Context: an optimization exercise on an open-source flow, tuned for small area and a short achievable clock period. The choices shown serve that exercise and are no tape-out recipe. Function was checked by simulation only, so behaviour that the tests miss may differ from the original. No activity file was given, so power comes from the tool's default toggle rates.

==> design/flow/design.v <==
`timescale 1ns / 1ps
module MUX2T1_32(input[31:0]I0,
				 input[31:0]I1,
				 input s,
				 output[31:0]o
    );
    assign o = s ? I1 : I0;
endmodule
`timescale 1ns / 1ps
module MUX4T1_32(
    input [1:0]s,
    input [31:0]I0, I1, I2, I3,
    output [31:0]o
    );
    wire s0 = s == 2'b00;
    wire s1 = s == 2'b01;
    wire s2 = s == 2'b10;
    wire s3 = s == 2'b11;
    assign o =  {32{s0}} & I0 |
                {32{s1}} & I1 |
                {32{s2}} & I2 |
                {32{s3}} & I3 ;
endmodule
`timescale 1ns / 1ps
module REG32(
                    input clk,
					input rst,
					input CE,
					input [31:0]D,
					output reg[31:0]Q
					);
	always @(posedge clk or posedge rst)
		if (rst)  Q <= 32'h00000000;
		else if (CE) Q <= D;
endmodule
`timescale 1ns / 1ps
module add_32(    input [31:0] a,
				  input [31:0] b,
				  output [31:0]c
    );
    assign c=a+b;
endmodule
`timescale 1ns / 1ps
module cmp_32(  input [31:0] a,
                input [31:0] b,
                input [2:0] ctrl,
                output c
    );
    parameter cmp_EQ  = 3'b001;
    parameter cmp_NE  = 3'b010;
    parameter cmp_LT  = 3'b011;
    parameter cmp_LTU = 3'b100;
    parameter cmp_GE  = 3'b101;
    parameter cmp_GEU = 3'b110;
    wire res_EQ  = a == b;
    wire res_NE  = ~res_EQ;
    wire res_LT  = (a[31] & ~b[31]) || (~(a[31] ^ b[31]) && a < b);
    wire res_LTU = a < b;
    wire res_GE  = ~res_LT;
    wire res_GEU = ~res_LTU;
    wire EQ  = ctrl == cmp_EQ ;
    wire NE  = ctrl == cmp_NE ;
    wire LT  = ctrl == cmp_LT ;
    wire LTU = ctrl == cmp_LTU;
    wire GE  = ctrl == cmp_GE ;
    wire GEU = ctrl == cmp_GEU;
    assign c = (EQ & res_EQ) |
                (NE & res_NE) |
                (LT & res_LT) |
                (LTU & res_LTU)|
                (GE & res_GE) |
                (GEU & res_GEU);
endmodule
`timescale 1ns / 1ps
module ALU(
    input[31:0] A, B,
    input[3:0] Control,
    output[31:0] res,
    output zero, overflow
);
    parameter ALU_ADD  = 4'b0001;
    parameter ALU_SUB  = 4'b0010;
    parameter ALU_AND  = 4'b0011;
    parameter ALU_OR   = 4'b0100;
    parameter ALU_XOR  = 4'b0101;
    parameter ALU_SLL  = 4'b0110;
    parameter ALU_SRL  = 4'b0111;
    parameter ALU_SLT  = 4'b1000;
    parameter ALU_SLTU = 4'b1001;
    parameter ALU_SRA  = 4'b1010;
    parameter ALU_Ap4  = 4'b1011;
    parameter ALU_Bout = 4'b1100;
    wire[4:0] shamt = B[4:0];
    wire[32:0] res_subu = {1'b0,A} - {1'b0,B};
    wire[31:0] res_ADD  = A + B;
    wire[31:0] res_SUB  = A - B;
    wire[31:0] res_AND  = A & B;
    wire[31:0] res_OR   = A | B;
    wire[31:0] res_XOR  = A ^ B;
    wire[31:0] res_SLL  = A << shamt;
    wire[31:0] res_SRL  = A >> shamt;
    wire add_of = A[31] & B[31] & ~res_ADD[31] |  
                  ~A[31] & ~B[31] & res_ADD[31];  
    wire sub_of = ~A[31] & B[31] & res_SUB[31] |  
                  A[31] & ~B[31] & ~res_SUB[31];  
    wire[31:0] res_SLT  = {31'b0, res_SUB[31] ^ sub_of};
    wire[31:0] res_SLTU = {31'b0, res_subu[32]};
    wire[31:0] res_SRA  = {{32{A[31]}}, A} >> shamt;
    wire[31:0] res_Ap4  = A + 4;
    wire[31:0] res_Bout = B;
    wire ADD  = Control == ALU_ADD ;
    wire SUB  = Control == ALU_SUB ;
    wire AND  = Control == ALU_AND ;
    wire OR   = Control == ALU_OR  ;
    wire XOR  = Control == ALU_XOR ;
    wire SLL  = Control == ALU_SLL ;
    wire SRL  = Control == ALU_SRL ;
    wire SLT  = Control == ALU_SLT ;
    wire SLTU = Control == ALU_SLTU;
    wire SRA  = Control == ALU_SRA ;
    wire Ap4  = Control == ALU_Ap4 ;
    wire Bout = Control == ALU_Bout;
    assign zero = ~|res;
    assign overflow = (Control == ALU_ADD && add_of) |
                    (Control == ALU_SUB && sub_of);
    assign res = {32{ADD }} & res_ADD  |
                 {32{SUB }} & res_SUB  |
                 {32{AND }} & res_AND  |
                 {32{OR  }} & res_OR   |
                 {32{XOR }} & res_XOR  |
                 {32{SLL }} & res_SLL  |
                 {32{SRL }} & res_SRL  |
                 {32{SLT }} & res_SLT  |
                 {32{SLTU}} & res_SLTU |
                 {32{SRA }} & res_SRA  |
                 {32{Ap4 }} & res_Ap4  |
                 {32{Bout}} & res_Bout ;
endmodule
`timescale 1ns / 1ps
module CtrlUnit(
    input[31:0] inst,
    input cmp_res,
    output Branch, ALUSrc_A, ALUSrc_B, DatatoReg, RegWrite, mem_w,
        MIO, rs1use, rs2use,
    output [1:0] hazard_optype,
    output [2:0] ImmSel, cmp_ctrl,
    output [3:0] ALUControl,
    output JALR
);
    wire[6:0] funct7   = inst[31:25];
    wire[2:0] funct3   = inst[14:12];
    wire[6:0] opcode   = inst[6:0];
    wire Rop = opcode == 7'b0110011;
    wire Iop = opcode == 7'b0010011;   
    wire Bop = opcode == 7'b1100011;   
    wire Lop = opcode == 7'b0000011;   
    wire Sop = opcode == 7'b0100011;   
    wire funct7_0  = funct7 == 7'h0;
    wire funct7_32 = funct7 == 7'h20;
    wire funct3_0 = funct3 == 3'h0;
    wire funct3_1 = funct3 == 3'h1;
    wire funct3_2 = funct3 == 3'h2;
    wire funct3_3 = funct3 == 3'h3;
    wire funct3_4 = funct3 == 3'h4;
    wire funct3_5 = funct3 == 3'h5;
    wire funct3_6 = funct3 == 3'h6;
    wire funct3_7 = funct3 == 3'h7;
    wire ADD  = Rop & funct3_0 & funct7_0;
    wire SUB  = Rop & funct3_0 & funct7_32;
    wire SLL  = Rop & funct3_1 & funct7_0;
    wire SLT  = Rop & funct3_2 & funct7_0;
    wire SLTU = Rop & funct3_3 & funct7_0;
    wire XOR  = Rop & funct3_4 & funct7_0;
    wire SRL  = Rop & funct3_5 & funct7_0;
    wire SRA  = Rop & funct3_5 & funct7_32;
    wire OR   = Rop & funct3_6 & funct7_0; 
    wire AND  = Rop & funct3_7 & funct7_0;
    wire ADDI  = Iop & funct3_0;
    wire SLTI  = Iop & funct3_2;
    wire SLTIU = Iop & funct3_3;
    wire XORI  = Iop & funct3_4;
    wire ORI   = Iop & funct3_6;
    wire ANDI  = Iop & funct3_7;
    wire SLLI  = Iop & funct3_1 & funct7_0;
    wire SRLI  = Iop & funct3_5 & funct7_0;
    wire SRAI  = Iop & funct3_5 & funct7_32;
    wire BEQ = Bop & funct3_0;
    wire BNE = Bop & funct3_1;
    wire BLT = Bop & funct3_4;
    wire BGE = Bop & funct3_5;
    wire BLTU = Bop & funct3_6;
    wire BGEU = Bop & funct3_7;
    wire LB =  Lop & funct3_0;
    wire LH =  Lop & funct3_1;
    wire LW =  Lop & funct3_2;
    wire LBU = Lop & funct3_4;
    wire LHU = Lop & funct3_5;
    wire SB = Sop & funct3_0;
    wire SH = Sop & funct3_1;
    wire SW = Sop & funct3_2;
    wire LUI   = opcode == 7'b0110111;
    wire AUIPC = opcode == 7'b0010111;
    wire JAL  = opcode == 7'b1101111;
    assign JALR = opcode == 7'b1100111 & funct3_0;
    wire R_valid = AND | OR | ADD | XOR | SLL | SRL | SRA | SUB | SLT | SLTU;
    wire I_valid = ANDI | ORI | ADDI | XORI | SLLI | SRLI | SRAI | SLTI | SLTIU;
    wire B_valid = BEQ | BNE | BLT | BGE | BLTU | BGEU;
    wire L_valid = LW | LH | LB | LHU | LBU;
    wire S_valid = SW | SH | SB;
    assign Branch = (B_valid & cmp_res) | JAL | JALR;
    parameter Imm_type_I = 3'b001;
    parameter Imm_type_B = 3'b010;
    parameter Imm_type_J = 3'b011;  
    parameter Imm_type_S = 3'b100;
    parameter Imm_type_U = 3'b101;
    assign ImmSel = {3{I_valid | JALR | L_valid}} & Imm_type_I |
                    {3{B_valid}}                  & Imm_type_B |
                    {3{JAL}}                      & Imm_type_J |
                    {3{S_valid}}                  & Imm_type_S |
                    {3{LUI | AUIPC}}              & Imm_type_U ;
    parameter cmp_EQ  = 3'b001;
    parameter cmp_NE  = 3'b010;
    parameter cmp_LT  = 3'b011;
    parameter cmp_LTU = 3'b100;
    parameter cmp_GE  = 3'b101;
    parameter cmp_GEU = 3'b110;
    assign cmp_ctrl = {3{BEQ}} & cmp_EQ  |
                     {3{BNE}} & cmp_NE  |
                     {3{BLT}} & cmp_LT  |
                     {3{BLTU}} & cmp_LTU |
                     {3{BGE}} & cmp_GE  |
                     {3{BGEU}} & cmp_GEU ;
    assign ALUSrc_A = JALR | JAL | AUIPC;   
    assign ALUSrc_B = I_valid | L_valid | S_valid | LUI | AUIPC;  
    parameter ALU_ADD  = 4'b0001;
    parameter ALU_SUB  = 4'b0010;
    parameter ALU_AND  = 4'b0011;
    parameter ALU_OR   = 4'b0100;
    parameter ALU_XOR  = 4'b0101;
    parameter ALU_SLL  = 4'b0110;
    parameter ALU_SRL  = 4'b0111;
    parameter ALU_SLT  = 4'b1000;
    parameter ALU_SLTU = 4'b1001;
    parameter ALU_SRA  = 4'b1010;
    parameter ALU_Ap4  = 4'b1011;
    parameter ALU_Bout = 4'b1100;
    assign ALUControl = {4{ADD | ADDI | L_valid | S_valid | AUIPC}} & ALU_ADD  |
                        {4{SUB}}                                    & ALU_SUB  |
                        {4{AND | ANDI}}                             & ALU_AND  |
                        {4{OR | ORI}}                               & ALU_OR   |
                        {4{XOR | XORI}}                             & ALU_XOR  |
                        {4{SLL | SLLI}}                             & ALU_SLL  |
                        {4{SRL | SRLI}}                             & ALU_SRL  |
                        {4{SLT | SLTI}}                             & ALU_SLT  |
                        {4{SLTU | SLTIU}}                           & ALU_SLTU |
                        {4{SRA | SRAI}}                             & ALU_SRA  |
                        {4{JAL | JALR}}                             & ALU_Ap4  |  
                        {4{LUI}}                                    & ALU_Bout ;
    assign DatatoReg = L_valid;
    assign RegWrite = R_valid | I_valid | JAL | JALR | L_valid | LUI | AUIPC;
    assign mem_w = S_valid;
    assign MIO = L_valid | S_valid;
    assign rs1use =  R_valid | I_valid | B_valid | L_valid | S_valid | JALR;  
    assign rs2use = R_valid | S_valid | B_valid;
    parameter HAZARD_NO  = 2'b00 ;
    parameter HAZARD_EX  = 2'b01 ;
    parameter HAZARD_MEM = 2'b10 ;
    parameter HAZARD_ST  = 2'b11 ;
    assign hazard_optype = {2{R_valid | I_valid | JAL | JALR | LUI | AUIPC}}& HAZARD_EX  |
                           {2{L_valid}}                                     & HAZARD_MEM |
                           {2{S_valid}}                                     & HAZARD_ST  ;
endmodule
`timescale 1ps/1ps
module HazardDetectionUnit(
    input clk,
    input Branch_ID, rs1use_ID, rs2use_ID,
    input[1:0] hazard_optype_ID,
    input[4:0] rd_EXE, rd_MEM, rs1_ID, rs2_ID, rs2_EXE,
    output PC_EN_IF, reg_FD_EN, reg_FD_stall, reg_FD_flush,
        reg_DE_EN, reg_DE_flush, reg_EM_EN, reg_EM_flush, reg_MW_EN,
    output forward_ctrl_ls,
    output[1:0] forward_ctrl_A, forward_ctrl_B
);
    parameter HAZARD_NO  = 2'b00 ;
    parameter HAZARD_EX  = 2'b01 ;
    parameter HAZARD_MEM = 2'b10 ;
    parameter HAZARD_ST  = 2'b11 ;
    reg [1:0] hazard_optype_EX, hazard_optype_MEM;
    always @(posedge clk) begin
        hazard_optype_MEM <= hazard_optype_EX;
        hazard_optype_EX <= hazard_optype_ID & {2{~reg_DE_flush}};
    end
    wire A_EX_Forward,B_EX_Forward;
    wire A_MEM_Forward,B_MEM_Forward;
    assign A_EX_Forward = rs1use_ID &   
                        (rs1_ID == rd_EXE) &   
                        (|rs1_ID) &   
                        (hazard_optype_EX == HAZARD_EX);  
    assign B_EX_Forward = rs2use_ID &
                        (rs2_ID == rd_EXE) &
                        (|rs2_ID) &
                        (hazard_optype_EX == HAZARD_EX);
    assign A_MEM_Forward = ~(A_EX_Forward) &  
                        rs1use_ID &   
                        (rs1_ID == rd_MEM) &   
                        (|rs1_ID) &  
                        (hazard_optype_MEM == HAZARD_EX | hazard_optype_MEM == HAZARD_MEM);  
    assign B_MEM_Forward = ~(B_EX_Forward) &
                        rs2use_ID &
                        (rs2_ID == rd_MEM) &
                        (|rs2_ID) &
                        (hazard_optype_MEM == HAZARD_EX | hazard_optype_MEM == HAZARD_MEM);
    assign forward_ctrl_A   = {2{A_EX_Forward}} & 2'b01|
                              {2{A_MEM_Forward&(hazard_optype_MEM==HAZARD_EX)}} & 2'b10 |
                              {2{A_MEM_Forward&(hazard_optype_MEM==HAZARD_MEM)}}& 2'b11 ;  
    assign forward_ctrl_B   = {2{B_EX_Forward}} & 2'b01|
                              {2{B_MEM_Forward&(hazard_optype_MEM==HAZARD_EX)}} & 2'b10 |
                              {2{B_MEM_Forward&(hazard_optype_MEM==HAZARD_MEM)}}& 2'b11 ;
    wire ST_Forward;   
    assign ST_Forward = (hazard_optype_EX==HAZARD_ST) &
                        (hazard_optype_MEM==HAZARD_MEM)&
                        (rs2_EXE == rd_MEM) &
                        (|rs2_EXE);  
    assign forward_ctrl_ls = ST_Forward;
    assign reg_FD_EN = 1'b1;
    assign reg_DE_EN = 1'b1;
    assign reg_EM_EN = 1'b1;
    assign reg_EM_flush = 1'b0;
    assign reg_MW_EN = 1'b1;
    wire reg_FD_stall_rs1 = rs1use_ID & (rs1_ID == rd_EXE) & (|rs1_ID) & (hazard_optype_EX == HAZARD_MEM);
    wire reg_FD_stall_rs2 = rs2use_ID & (rs2_ID == rd_EXE) & (|rs2_ID) & (hazard_optype_EX == HAZARD_MEM) & (hazard_optype_ID != HAZARD_ST);
    assign reg_FD_stall = reg_FD_stall_rs1 | reg_FD_stall_rs2;
    assign reg_DE_flush = reg_FD_stall;
    assign PC_EN_IF = ~reg_FD_stall;  
    assign reg_FD_flush = Branch_ID;
endmodule
`timescale 1ns / 1ps
module ImmGen(
            input  wire [2:0] ImmSel,
            input  wire [31:0] inst_field,
            output[31:0] Imm_out
    );
    parameter Imm_type_I = 3'b001;
    parameter Imm_type_B = 3'b010;
    parameter Imm_type_J = 3'b011;
    parameter Imm_type_S = 3'b100;
    parameter Imm_type_U = 3'b101;
    wire I = ImmSel == Imm_type_I;
    wire B = ImmSel == Imm_type_B;
    wire J = ImmSel == Imm_type_J;
    wire S = ImmSel == Imm_type_S;
    wire U = ImmSel == Imm_type_U;
    wire[31:0] Imm_I = {{20{inst_field[31]}}, inst_field[31:20]};
    wire[31:0] Imm_B = {{20{inst_field[31]}}, inst_field[7], inst_field[30:25], inst_field[11:8], 1'b0};
    wire[31:0] Imm_J = {{12{inst_field[31]}}, inst_field[19:12], inst_field[20], inst_field[30:21],1'b0};
    wire[31:0] Imm_S = {{20{inst_field[31]}}, inst_field[31:25], inst_field[11:7]};
    wire[31:0] Imm_U = {inst_field[31:12], 12'b0};
    assign Imm_out = {32{I}} & Imm_I |
                     {32{B}} & Imm_B |
                     {32{J}} & Imm_J |
                     {32{S}} & Imm_S |
                     {32{U}} & Imm_U ;
endmodule
`timescale 1ns / 1ps
module    REG_IF_ID(input clk,                                       
                    input rst,
                    input EN,
                    input Data_stall,
                    input flush,
                    input [31:0] PCOUT,
                    input [31:0] IR,
                    output reg[31:0] IR_ID,
                    output reg[31:0] PCurrent_ID
                );
    always @(posedge clk or posedge rst) begin
        if(rst) begin            
            IR_ID                  <= 32'h00000000;
            PCurrent_ID            <= 32'h00000000;
        end
        else if(EN)begin
            if(Data_stall)begin  
                IR_ID               <= IR_ID;
                PCurrent_ID         <= PCurrent_ID;
            end
            else if(flush)begin  
                IR_ID               <= 32'h00000033;  
                PCurrent_ID         <= PCurrent_ID;
            end
            else begin           
                IR_ID               <= IR;
                PCurrent_ID         <= PCOUT;
            end
        end
        else begin
            IR_ID                   <= IR_ID;
            PCurrent_ID             <= PCurrent_ID;
        end
    end
endmodule
`timescale 1ns / 1ps
module    REG_ID_EX(input clk,
                    input rst,
                    input EN,
                    input flush,
                    input [31:0] IR_ID,
                    input [31:0] PCurrent_ID,
                    input [4:0] rs1_addr,
                    input [4:0] rs2_addr,
                    input [31:0] rs1_data,
                    input [31:0] rs2_data,
                    input [31:0] Imm32,
                    input [4:0]  rd_addr,
                    input ALUSrc_A,
                    input ALUSrc_B,
                    input [3:0]  ALUC,
                    input DatatoReg,
                    input RegWrite,
                    input WR,
                    input [2:0] u_b_h_w,
                    input MIO,
                    output reg[31:0] PCurrent_EX,
                    output reg[31:0] IR_EX,
                    output reg[4:0]  rs1_EX,
                    output reg[4:0]  rs2_EX,
                    output reg[31:0] A_EX,
                    output reg[31:0] B_EX,
                    output reg[31:0] Imm32_EX,
                    output reg[4:0]  rd_EX,
                    output reg       ALUSrc_A_EX,
                    output reg       ALUSrc_B_EX,
                    output reg[3:0]  ALUC_EX,
                    output reg       DatatoReg_EX,
                    output reg       RegWrite_EX,
                    output reg       WR_EX,
                    output reg[2:0]  u_b_h_w_EX,
                    output reg       MIO_EX
                );
    always @(posedge clk or posedge rst) begin
    if(rst) begin
        rd_EX        <= 0;
        RegWrite_EX  <= 0;
        WR_EX        <= 0;
        IR_EX        <= 32'h00000000;
        PCurrent_EX  <= 32'h00000000 ;
        rs1_EX       <= 0;
        rs2_EX       <= 0;
        MIO_EX       <= 0;
    end
    else if(EN)begin
            if(flush)begin
                PCurrent_EX <= PCurrent_ID;
                IR_EX <= 32'h00000000;
                rd_EX <= 0;
                RegWrite_EX <= 0;
                WR_EX <= 0;
                MIO_EX <= 0;
            end
            else begin
                PCurrent_EX <= PCurrent_ID;
                IR_EX       <= IR_ID;
                A_EX        <= rs1_data;
                B_EX        <= rs2_data;
                Imm32_EX    <= Imm32;
                rd_EX       <= rd_addr;
                rs1_EX      <= rs1_addr;
                rs2_EX      <= rs2_addr;
                ALUSrc_A_EX <= ALUSrc_A;
                ALUSrc_B_EX <= ALUSrc_B;
                ALUC_EX     <= ALUC;
                DatatoReg_EX<= DatatoReg;
                RegWrite_EX <= RegWrite;
                WR_EX       <= WR;
                u_b_h_w_EX  <= u_b_h_w;
                MIO_EX      <= MIO;
                end
        end
    end
endmodule
`timescale 1ns / 1ps
module   REG_EX_MEM(input clk,
                    input rst,
                    input EN,
                    input flush,
                    input [31:0] IR_EX,
                    input [31:0] PCurrent_EX,
                    input [31:0] ALUO_EX,
                    input [31:0] B_EX,
                    input [4:0]  rd_EX,
                    input DatatoReg_EX,
                    input RegWrite_EX,
                    input WR_EX,
                    input[2:0] u_b_h_w_EX,
                    input MIO_EX,
                    output reg[31:0] PCurrent_MEM,
                    output reg[31:0] IR_MEM,
                    output reg[31:0] ALUO_MEM,
                    output reg[31:0] Datao_MEM,
                    output reg[4:0]  rd_MEM,
                    output reg       DatatoReg_MEM,
                    output reg       RegWrite_MEM,
                    output reg       WR_MEM,
                    output reg[2:0]  u_b_h_w_MEM,
                    output reg       MIO_MEM
                );
    always @(posedge clk or posedge rst) begin
        if(rst) begin
            IR_MEM       <= 0;
            PCurrent_MEM <= 0;
            rd_MEM       <= 0;
            RegWrite_MEM <= 0;
            WR_MEM       <= 0;
            MIO_MEM      <= 0;
        end
        else if(EN) begin
                IR_MEM       <= IR_EX;
                PCurrent_MEM <= PCurrent_EX;
                ALUO_MEM     <= ALUO_EX;
                Datao_MEM    <= B_EX;
                DatatoReg_MEM <= DatatoReg_EX;
                RegWrite_MEM  <= RegWrite_EX;
                WR_MEM        <= WR_EX;
                rd_MEM        <= rd_EX;
                u_b_h_w_MEM   <= u_b_h_w_EX;
                MIO_MEM       <= MIO_EX;
        end
    end
endmodule
`timescale 1ns / 1ps
module   REG_MEM_WB(input clk,
                    input rst,
                    input EN,
                    input [31:0] IR_MEM,
                    input [31:0] PCurrent_MEM,
                    input [31:0] ALUO_MEM,
                    input [31:0] Datai,
                    input [4:0]  rd_MEM,
                    input DatatoReg_MEM,
                    input RegWrite_MEM,
                    output reg[31:0] PCurrent_WB,
                    output reg[31:0] IR_WB,
                    output reg[31:0] ALUO_WB,
                    output reg[31:0] MDR_WB,
                    output reg[4:0]  rd_WB,
                    output reg       DatatoReg_WB,
                    output reg       RegWrite_WB
                );
    always @(posedge clk or posedge rst) begin
        if(rst) begin
            rd_WB       <= 0;
            RegWrite_WB <= 0;
            IR_WB       <= 0;
            PCurrent_WB <= 0;
        end
        else if(EN)begin
                IR_WB       <= IR_MEM;
                PCurrent_WB <= PCurrent_MEM;
                ALUO_WB     <= ALUO_MEM;
                MDR_WB      <= Datai;
                rd_WB       <= rd_MEM;
                RegWrite_WB <= RegWrite_MEM;
                DatatoReg_WB <= DatatoReg_MEM;
            end
    end
endmodule
`timescale 1ns / 1ps
module     Regs(input clk,
				input rst,
				input [4:0] R_addr_A,
				input [4:0] R_addr_B,
				input [4:0] Wt_addr,
				input [31:0]Wt_data,
				input L_S,
				output [31:0] rdata_A,
				output [31:0] rdata_B,
				input [4:0] Debug_addr,
				output[31:0] Debug_regs
			  );
reg [31:0] register [0:31]; 				 
integer i;
	assign rdata_A = (R_addr_A == 0)? 0 : register[R_addr_A]; 	  
	assign rdata_B = (R_addr_B == 0)? 0 : register[R_addr_B];     
	always @(negedge clk or posedge rst)
      begin
		if (rst) 	 begin 			 
		    for (i=0; i<32; i=i+1)
		    register[i] <= 0;	 
		end
		else begin
		     if ((Wt_addr != 0) && (L_S == 1)) 	 
		     register[Wt_addr] <= Wt_data;
		end
	end
    assign Debug_regs = (Debug_addr == 0) ? 0 : register[Debug_addr];                
endmodule
`timescale 1ns / 1ps
module  RV32core(
        input clk,   
        input rst,   
        input [4:0] debug_addr,   
        output[31:0] debug_data,   
        output[31:0] imem_addr,   
        input [31:0] imem_data,   
        output[31:0] dmem_addr,   
        output[31:0] dmem_wdata,   
        output dmem_we,   
        output dmem_re,   
        output[2:0] dmem_width,   
        input [31:0] dmem_rdata   
    );
    wire debug_clk;
    assign debug_clk = clk;
    wire Branch_ctrl, JALR, RegWrite_ctrl, mem_w_ctrl, MIO_ctrl,
        ALUSrc_A_ctrl, ALUSrc_B_ctrl, DatatoReg_ctrl, rs1use_ctrl, rs2use_ctrl;
    wire[1:0] hazard_optype_ctrl;
    wire[2:0] ImmSel_ctrl, cmp_ctrl;
    wire[3:0] ALUControl_ctrl;
    wire forward_ctrl_ls;
    wire[1:0] forward_ctrl_A, forward_ctrl_B;
    wire PC_EN_IF;
    wire [31:0] PC_IF, next_PC_IF, PC_4_IF, inst_IF;
    wire reg_FD_EN,reg_FD_stall,reg_FD_flush, cmp_res_ID;
    wire [31:0] jump_PC_ID, PC_ID, inst_ID, Debug_regs, rs1_data_reg, rs2_data_reg,
        Imm_out_ID, rs1_data_ID, rs2_data_ID, addA_ID;
    wire reg_DE_EN, reg_DE_flush, RegWrite_EXE, mem_w_EXE, MIO_EXE,
        ALUSrc_A_EXE, ALUSrc_B_EXE, ALUzero_EXE, ALUoverflow_EXE, DatatoReg_EXE;
    wire[2:0] u_b_h_w_EXE;
    wire[3:0] ALUControl_EXE;
    wire[4:0] rs1_EXE, rs2_EXE, rd_EXE;
    wire[31:0] ALUout_EXE, PC_EXE, inst_EXE, rs1_data_EXE, rs2_data_EXE, Imm_EXE,
        ALUA_EXE, ALUB_EXE, Dataout_EXE;
    wire reg_EM_EN, reg_EM_flush, RegWrite_MEM, DatatoReg_MEM, mem_w_MEM, MIO_MEM;
    wire[2:0] u_b_h_w_MEM;
    wire[4:0] rd_MEM;
    wire[31:0] ALUout_MEM, PC_MEM, inst_MEM, Dataout_MEM, Datain_MEM;
    wire reg_MW_EN, RegWrite_WB, DatatoReg_WB;
    wire[4:0] rd_WB;
    wire [31:0] wt_data_WB, PC_WB, inst_WB, ALUout_WB, Datain_WB;
    REG32 REG_PC(.clk(debug_clk),.rst(rst),.CE(PC_EN_IF),.D(next_PC_IF),.Q(PC_IF));
    add_32 add_IF(.a(PC_IF),.b(32'd4),.c(PC_4_IF));
    MUX2T1_32 mux_IF(.I0(PC_4_IF),.I1(jump_PC_ID),.s(Branch_ctrl),.o(next_PC_IF));
    assign imem_addr = PC_IF;
    assign inst_IF = imem_data;
    REG_IF_ID reg_IF_ID(.clk(debug_clk),.rst(rst),.EN(reg_FD_EN),.Data_stall(reg_FD_stall),
        .flush(reg_FD_flush),.PCOUT(PC_IF),.IR(inst_IF),
        .IR_ID(inst_ID),.PCurrent_ID(PC_ID));
    CtrlUnit ctrl(.inst(inst_ID),.cmp_res(cmp_res_ID),.Branch(Branch_ctrl),.ALUSrc_A(ALUSrc_A_ctrl),
        .ALUSrc_B(ALUSrc_B_ctrl),.DatatoReg(DatatoReg_ctrl),.RegWrite(RegWrite_ctrl),
        .mem_w(mem_w_ctrl),.MIO(MIO_ctrl),.rs1use(rs1use_ctrl),.rs2use(rs2use_ctrl),
        .hazard_optype(hazard_optype_ctrl),.ImmSel(ImmSel_ctrl),.cmp_ctrl(cmp_ctrl),
        .ALUControl(ALUControl_ctrl),.JALR(JALR));
    Regs register(.clk(debug_clk),.rst(rst),.L_S(RegWrite_WB),.R_addr_A(inst_ID[19:15]),
        .R_addr_B(inst_ID[24:20]),.rdata_A(rs1_data_reg),.rdata_B(rs2_data_reg),
        .Wt_addr(rd_WB),.Wt_data(wt_data_WB),
        .Debug_addr(debug_addr[4:0]),.Debug_regs(Debug_regs));
    ImmGen imm_gen(.ImmSel(ImmSel_ctrl),.inst_field(inst_ID),.Imm_out(Imm_out_ID));
    MUX4T1_32 mux_forward_A(.I0(rs1_data_reg),.I1(ALUout_EXE),.I2(ALUout_MEM),.I3(Datain_MEM),
        .s(forward_ctrl_A),.o(rs1_data_ID));
    MUX4T1_32 mux_forward_B(.I0(rs2_data_reg),.I1(ALUout_EXE),.I2(ALUout_MEM),.I3(Datain_MEM),
        .s(forward_ctrl_B),.o(rs2_data_ID));
    MUX2T1_32 mux_branch_ID(.I0(PC_ID),.I1(rs1_data_ID),.s(JALR),.o(addA_ID));
    add_32 add_branch_ID(.a(addA_ID),.b(Imm_out_ID),.c(jump_PC_ID));
    cmp_32 cmp_ID(.a(rs1_data_ID),.b(rs2_data_ID),.ctrl(cmp_ctrl),.c(cmp_res_ID));
    HazardDetectionUnit hazard_unit(.clk(debug_clk),.Branch_ID(Branch_ctrl),.rs1use_ID(rs1use_ctrl),
        .rs2use_ID(rs2use_ctrl),.hazard_optype_ID(hazard_optype_ctrl),.rd_EXE(rd_EXE),
        .rd_MEM(rd_MEM),.rs1_ID(inst_ID[19:15]),.rs2_ID(inst_ID[24:20]),.rs2_EXE(rs2_EXE),
        .PC_EN_IF(PC_EN_IF),.reg_FD_EN(reg_FD_EN),.reg_FD_stall(reg_FD_stall),
        .reg_FD_flush(reg_FD_flush),.reg_DE_EN(reg_DE_EN),.reg_DE_flush(reg_DE_flush),
       .reg_EM_EN(reg_EM_EN),.reg_EM_flush(reg_EM_flush),.reg_MW_EN(reg_MW_EN),
        .forward_ctrl_ls(forward_ctrl_ls),.forward_ctrl_A(forward_ctrl_A),
        .forward_ctrl_B(forward_ctrl_B));
    REG_ID_EX reg_ID_EX(.clk(debug_clk),.rst(rst),.EN(reg_DE_EN),.flush(reg_DE_flush),.IR_ID(inst_ID),
        .PCurrent_ID(PC_ID),.rs1_addr(inst_ID[19:15]),.rs2_addr(inst_ID[24:20]),.rs1_data(rs1_data_ID),
        .rs2_data(rs2_data_ID),.Imm32(Imm_out_ID),.rd_addr(inst_ID[11:7]),.ALUSrc_A(ALUSrc_A_ctrl),
        .ALUSrc_B(ALUSrc_B_ctrl),.ALUC(ALUControl_ctrl),.DatatoReg(DatatoReg_ctrl),
        .RegWrite(RegWrite_ctrl),.WR(mem_w_ctrl),.u_b_h_w(inst_ID[14:12]),.MIO(MIO_ctrl),
        .PCurrent_EX(PC_EXE),.IR_EX(inst_EXE),.rs1_EX(rs1_EXE),.rs2_EX(rs2_EXE),
        .A_EX(rs1_data_EXE),.B_EX(rs2_data_EXE),.Imm32_EX(Imm_EXE),.rd_EX(rd_EXE),
        .ALUSrc_A_EX(ALUSrc_A_EXE),.ALUSrc_B_EX(ALUSrc_B_EXE),.ALUC_EX(ALUControl_EXE),
        .DatatoReg_EX(DatatoReg_EXE),.RegWrite_EX(RegWrite_EXE),.WR_EX(mem_w_EXE),
        .u_b_h_w_EX(u_b_h_w_EXE),.MIO_EX(MIO_EXE));
    MUX2T1_32 mux_A_EXE(.I0(rs1_data_EXE),.I1(PC_EXE),.s(ALUSrc_A_EXE),.o(ALUA_EXE));
    MUX2T1_32 mux_B_EXE(.I0(rs2_data_EXE),.I1(Imm_EXE),.s(ALUSrc_B_EXE),.o(ALUB_EXE));
    ALU alu(.A(ALUA_EXE),.B(ALUB_EXE),.Control(ALUControl_EXE),
        .res(ALUout_EXE),.zero(ALUzero_EXE),.overflow(ALUoverflow_EXE));
    MUX2T1_32 mux_forward_EXE(.I0(rs2_data_EXE),.I1(Datain_MEM),.s(forward_ctrl_ls),.o(Dataout_EXE));
    REG_EX_MEM reg_EXE_MEM(.clk(debug_clk),.rst(rst),.EN(reg_EM_EN),.flush(reg_EM_flush),
        .IR_EX(inst_EXE),.PCurrent_EX(PC_EXE),.ALUO_EX(ALUout_EXE),.B_EX(Dataout_EXE),
        .rd_EX(rd_EXE),.DatatoReg_EX(DatatoReg_EXE),.RegWrite_EX(RegWrite_EXE),
        .WR_EX(mem_w_EXE),.u_b_h_w_EX(u_b_h_w_EXE),.MIO_EX(MIO_EXE),
        .PCurrent_MEM(PC_MEM),.IR_MEM(inst_MEM),.ALUO_MEM(ALUout_MEM),.Datao_MEM(Dataout_MEM),
        .rd_MEM(rd_MEM),.DatatoReg_MEM(DatatoReg_MEM),.RegWrite_MEM(RegWrite_MEM),
        .WR_MEM(mem_w_MEM),.u_b_h_w_MEM(u_b_h_w_MEM),.MIO_MEM(MIO_MEM));
    assign dmem_addr = ALUout_MEM;
    assign dmem_wdata = Dataout_MEM;
    assign dmem_we = mem_w_MEM;
    assign dmem_re = MIO_MEM & ~mem_w_MEM;
    assign dmem_width = u_b_h_w_MEM;
    assign Datain_MEM = dmem_rdata;
    REG_MEM_WB reg_MEM_WB(.clk(debug_clk),.rst(rst),.EN(reg_MW_EN),.IR_MEM(inst_MEM),
        .PCurrent_MEM(PC_MEM),.ALUO_MEM(ALUout_MEM),.Datai(Datain_MEM),.rd_MEM(rd_MEM),
        .DatatoReg_MEM(DatatoReg_MEM),.RegWrite_MEM(RegWrite_MEM),
        .PCurrent_WB(PC_WB),.IR_WB(inst_WB),.ALUO_WB(ALUout_WB),.MDR_WB(Datain_WB),
        .rd_WB(rd_WB),.DatatoReg_WB(DatatoReg_WB),.RegWrite_WB(RegWrite_WB));
    MUX2T1_32 mux_WB(.I0(ALUout_WB),.I1(Datain_WB),.s(DatatoReg_WB),.o(wt_data_WB));
    assign debug_data = Debug_regs;
endmodule
==> design/flow/run.sh <==
#!/bin/bash
# synth_recipe.tcl (not shown) runs the flow's synth.tcl, then flattens the netlist and writes it again
# the make line also repeats each setting of config.mk as NAME=value (left out here)
make -C /OpenROAD-flow-scripts/flow DESIGN_CONFIG=/design/flow/config.mk WORK_HOME=/design/flow/orfs CLKGATE_MAP_FILE= SYNTH_SCRIPT=/design/flow/synth_recipe.tcl finish
==> design/flow/config.mk <==
export PLATFORM = sky130hd
export DESIGN_NAME = RV32core
export DESIGN_NICKNAME = RV32core
export VERILOG_FILES = /design/flow/design.v
export SDC_FILE = /design/flow/constraint.sdc
export NUM_CORES = 8
export LEC_CHECK = 0
export CAP_MARGIN = 20
export CORE_MARGIN = 2
export CORE_UTILIZATION = 25
export PLACE_DENSITY = 0.45
export SLEW_MARGIN = 20
==> design/flow/constraint.sdc <==
create_clock -name core_clock -period 13.0 [get_ports {clk}]
set_input_delay 2.6000 -clock core_clock [delete_from_list [all_inputs] [get_ports {clk}]]
set_output_delay 2.6000 -clock core_clock [all_outputs]
set_load 0.01 [all_outputs]
==> results.py <==
metrics = {
    "power": {
        "p_leak_nw": 39.1,
        "p_sw_mw": 4.12,
        "seq_power_share_pct": 41.9,
        "pwr_density_cell_nw_per_um2": 130,
        "fin_total_pwr_mw": 12.5,
        "internal_power_mw": 8.37,
        "ir_worst_vdd_v": 0.000101,
        "p_clk_share_pct": 39.9,
        "combinationalPowerShare_pct": 18.2,
        "swShare_pct": 33.0,
    },
    "hold_path": {
        "min_from": "reg_ID_EX.RegWrite_EX",
        "holdPathEnd": "reg_EXE_MEM.RegWrite_MEM",
        "whs_path_depth": 0,
        "min_path_type": "reg2reg",
    },
    "place": {
        "placement.io_buffers": 203,
        "place_inst": 13200,
        "routabilityCongestion": 1.00,
        "placed_cell_area_um2": 90400,
        "hpwl_um": 357000,
    },
    "timing": {
        "setup_tns_ps": 0,
        "finalHoldViolCount": 0,
        "final-setup-viol-count": 0,
        "fin_skew_ps": 76.7,
        "maxSlewViolCount": 0,
        "rsz0062_at_grt": "false",
        "max_slew_margin_pct": 9.34,
        "worstMarginPinSlew_ps": 1350,
    },
    "detailed_routing": {
        "first_pass_iters": 22,
        "wl_per_cell_um": 41.7,
        "viasPerCell": 6.73,
        "wl_met1_um": 215000,
        "vias": 91300,
        "drc": 0,
        "top_layer": "met5",
        "wl_met3_um": 80700,
        "routed_wl_um": 566000,
        "drt_iter0_markers": 19600,
        "wl_met2_um": 221000,
        "ant_nets": 0,
    },
    "critical_path": {
        "start_kind": "flip-flop",
        "worstPathRequired_ps": 10400,
        "crit_arrival_ps": 10120,
        "rr_worst_depth": 19,
        "crit_path_max_fanout": 4,
        "worstPathCellList": "a22o_1, a221oi_1, nand4_1, nor3_1, a21oi_1, clkdlybuf4s50_1",
        "slowest_stage": "nor3_1",
        "r2r-start": "register.register[21][13]",
        "crit_path_max_incr_delay_ps": 650,
        "rrSetupSlack_ps": 400,
        "rr_endpoint": "REG_PC.Q[7]",
        "cp-end-kind": "output pin",
        "worstSetupPathType": "reg2out",
    },
    "synthesis": {
        "ys_seq_area_share_pct": 44.2,
        "synth_edf_count": 239,
        "synth_area_leaders": "dfrtn_1 (31%), edfxtp_1 (8.8%), a21oi_1 (6.7%)",
        "synthTopCellsByCount": "a21oi_1 (1,085), dfrtn_1 (992), nor2_1 (991)",
        "synth_top_area_cell": "dfrtn_1",
        "synthFlopType": "dfrtn_1",
        "synth_most_common_cell": "a21oi_1",
        "synth_top_cell_area_share_pct": 30.5,
        "syn_inst": 9061,
        "synth.ff_latch_count": 1390,
        "ys_async_sr_fraction_pct": 82.5,
        "syn_avg_cell_area_um2": 8.98,
        "ys.warnings.count": 8,
        "syn-num-nets": 9300,
        "synthDistinctLibCells": 95,
        "syn_area_um2": 81400,
    },
    "finish": {
        "layout.area.seq_um2": 36000,
        "multi_input_area_um2": 43000,
        "finalNonFillerCells": 13600,
        "finalNetCount": 9264,
        "synthToLayoutAreaGrowth_pct": 18.4,
        "finish.instance_area_um2": 96400,
        "fillers": 33800,
        "layout-drive-gt1-share_pct": 11.4,
    },
    "run_status": {
        "outcome": "no timing/DRC/antenna violations",
    },
    "cts": {
        "cts_max_level": 4,
        "cts_sinks": 1390,
        "post_cts_buffers": 0,
        "post_cts_resize_count": 0,
        "root_buffer": "clkbuf_16",
        "cts_tree": "done",
        "numCtsBuffers": 174,
        "cts_hold_buf": 0,
        "clockBufferDepth": 4,
        "clock_latency_ps": 890,
        "clk_pin_slew_ps": 60,
    },
    "die": {
        "boundaryPins": 204,
        "coreArea_um2": 324000,
        "die_x_um": 574,
        "rows": 209,
        "initial_utilization_pct": 25.1,
        "dieArea_um2": 330000,
        "die_y_um": 574,
    },
    "flow_run": {
        "cap_violations": 0,
    },
    "global_route": {
        "antenna_found_initial": 53,
        "grt_pass1_wl_um": 750000,
        "grt_max_degree": 112,
        "first_global_vias": 82900,
        "grt_overflow": 0,
        "grt_use_total_pct": 32.8,
    },
}
layout by cell type, fill, tap and decap left out, types with 165 or more instances in the layout:
master and count:
a21oi_1 1083, a221oi_1 408, a22o_1 361, a22oi_1 582, buf_4 364, clkbuf_16 179, clkdlybuf4s50_1 202, dfrtn_1 992
edfxtp_1 239, ha_1 165, nand2_1 758, nand3_1 195, nand4_1 233, nor2_1 882, nor3_1 166, o21ai_0 540
critical path: cells and delay by family, from the launching register on:
family | cells | cell delay [ps]
compound gates | 3 | 980
buf+inv | 1 | 590
simple gates | 2 | 820
flops | 1 | 390
registers in the layout, summed over array words and instances (netlist names), 2 cells and up:
register,count
REG_PC.Q,32
hazard_unit.hazard_optype_EX,2
hazard_unit.hazard_optype_MEM,2
reg_EXE_MEM.ALUO_MEM,32
reg_EXE_MEM.Datao_MEM,32
reg_EXE_MEM.rd_MEM,5
reg_EXE_MEM.u_b_h_w_MEM,3
reg_ID_EX.ALUC_EX,4
reg_ID_EX.A_EX,32
reg_ID_EX.B_EX,32
reg_ID_EX.Imm32_EX,32
reg_ID_EX.PCurrent_EX,32
reg_ID_EX.rd_EX,5
reg_ID_EX.rs2_EX,5
reg_ID_EX.u_b_h_w_EX,3
reg_IF_ID.IR_ID,32
reg_IF_ID.PCurrent_ID,32
reg_MEM_WB.ALUO_WB,32
reg_MEM_WB.MDR_WB,32
reg_MEM_WB.rd_WB,5
register.register,992
metrics by stage:
| step | setup slack (ps) | hold WS [ps] | util, % |
|---|---|---|---|
| 2_1_floorplan | -13220 | 331 | - |
| 3_3_place_gp | 727 | 345 | 27.9 |
| 3_5_place_dp | 742 | 342 | 27.9 |
| 4_1_cts | 579 | 363 | 29.6 |
| 5_1_grt | 328 | 381 | 29.7 |
| 6_report | 276 | 361 | 29.7 |
power by group through the flow:
stage | Sequential [mW] | Clock (mW) | Combinational (mW)
3_5_place_dp | 5.29 | 0 | 2.16
4_1_cts | 5.21 | 5.01 | 2.17
2_1_floorplan | 5.11 | 0 | 1.14
6_report | 5.23 | 4.99 | 2.27
5_1_grt | 5.25 | 5.16 | 2.36
3_3_place_gp | 5.28 | 0 | 2.14
area by class of cell:
class	instances	share of cell area, %
multi-input cells	6708	44.7
flip-flops and latches	1390	37.3
repair buffers	609	5.79
well taps	4325	5.62
clock buffers	248	5.20
clock inverters	52	0.612
inverters	142	0.557
diodes	88	0.229
metal layers:
metal / vias to the layer above / track usage, %
met3: 2940 / 14.5
met4: 40 / 22.2
li1: 34400 / -
met5: - / 1.66
met1: 44900 / 41.4
met2: 9108 / 44.5
kinds of logic (layout without fill, tap and decap cells):
| kind of cell | after synthesis | in the layout | synth area share (%) |
|---|---|---|---|
| buf+inv | 963 | 1051 | 4.52 |
| simple gates | 2646 | 2646 | 14.6 |
| fa+ha+maj | 168 | 168 | 2.61 |
| flops | 1390 | 1390 | 44.2 |
| mux | 323 | 323 | 4.34 |
| compound gates | 3489 | 3489 | 28.9 |
| other cells | 0 | 88 | 0 |
| xor+xnor | 82 | 82 | 0.883 |
how the worst max path moves through the flow:
stage / slack (ps) / to / depth (start not counted) / start
3_5_place_dp: 740 / REG_PC.Q[7] / 19 / register.register[21][13]
4_1_cts: 580 / debug_data[10] / 6 / register.register[2][10]
3_3_place_gp: 730 / REG_PC.Q[28] / 19 / register.register[2][13]
2_1_floorplan: -13220 / register.register[10][0] / 1 / rst
6_report: 280 / debug_data[10] / 6 / register.register[2][10]
5_1_grt: 330 / REG_PC.Q[16] / 20 / register.register[21][13]
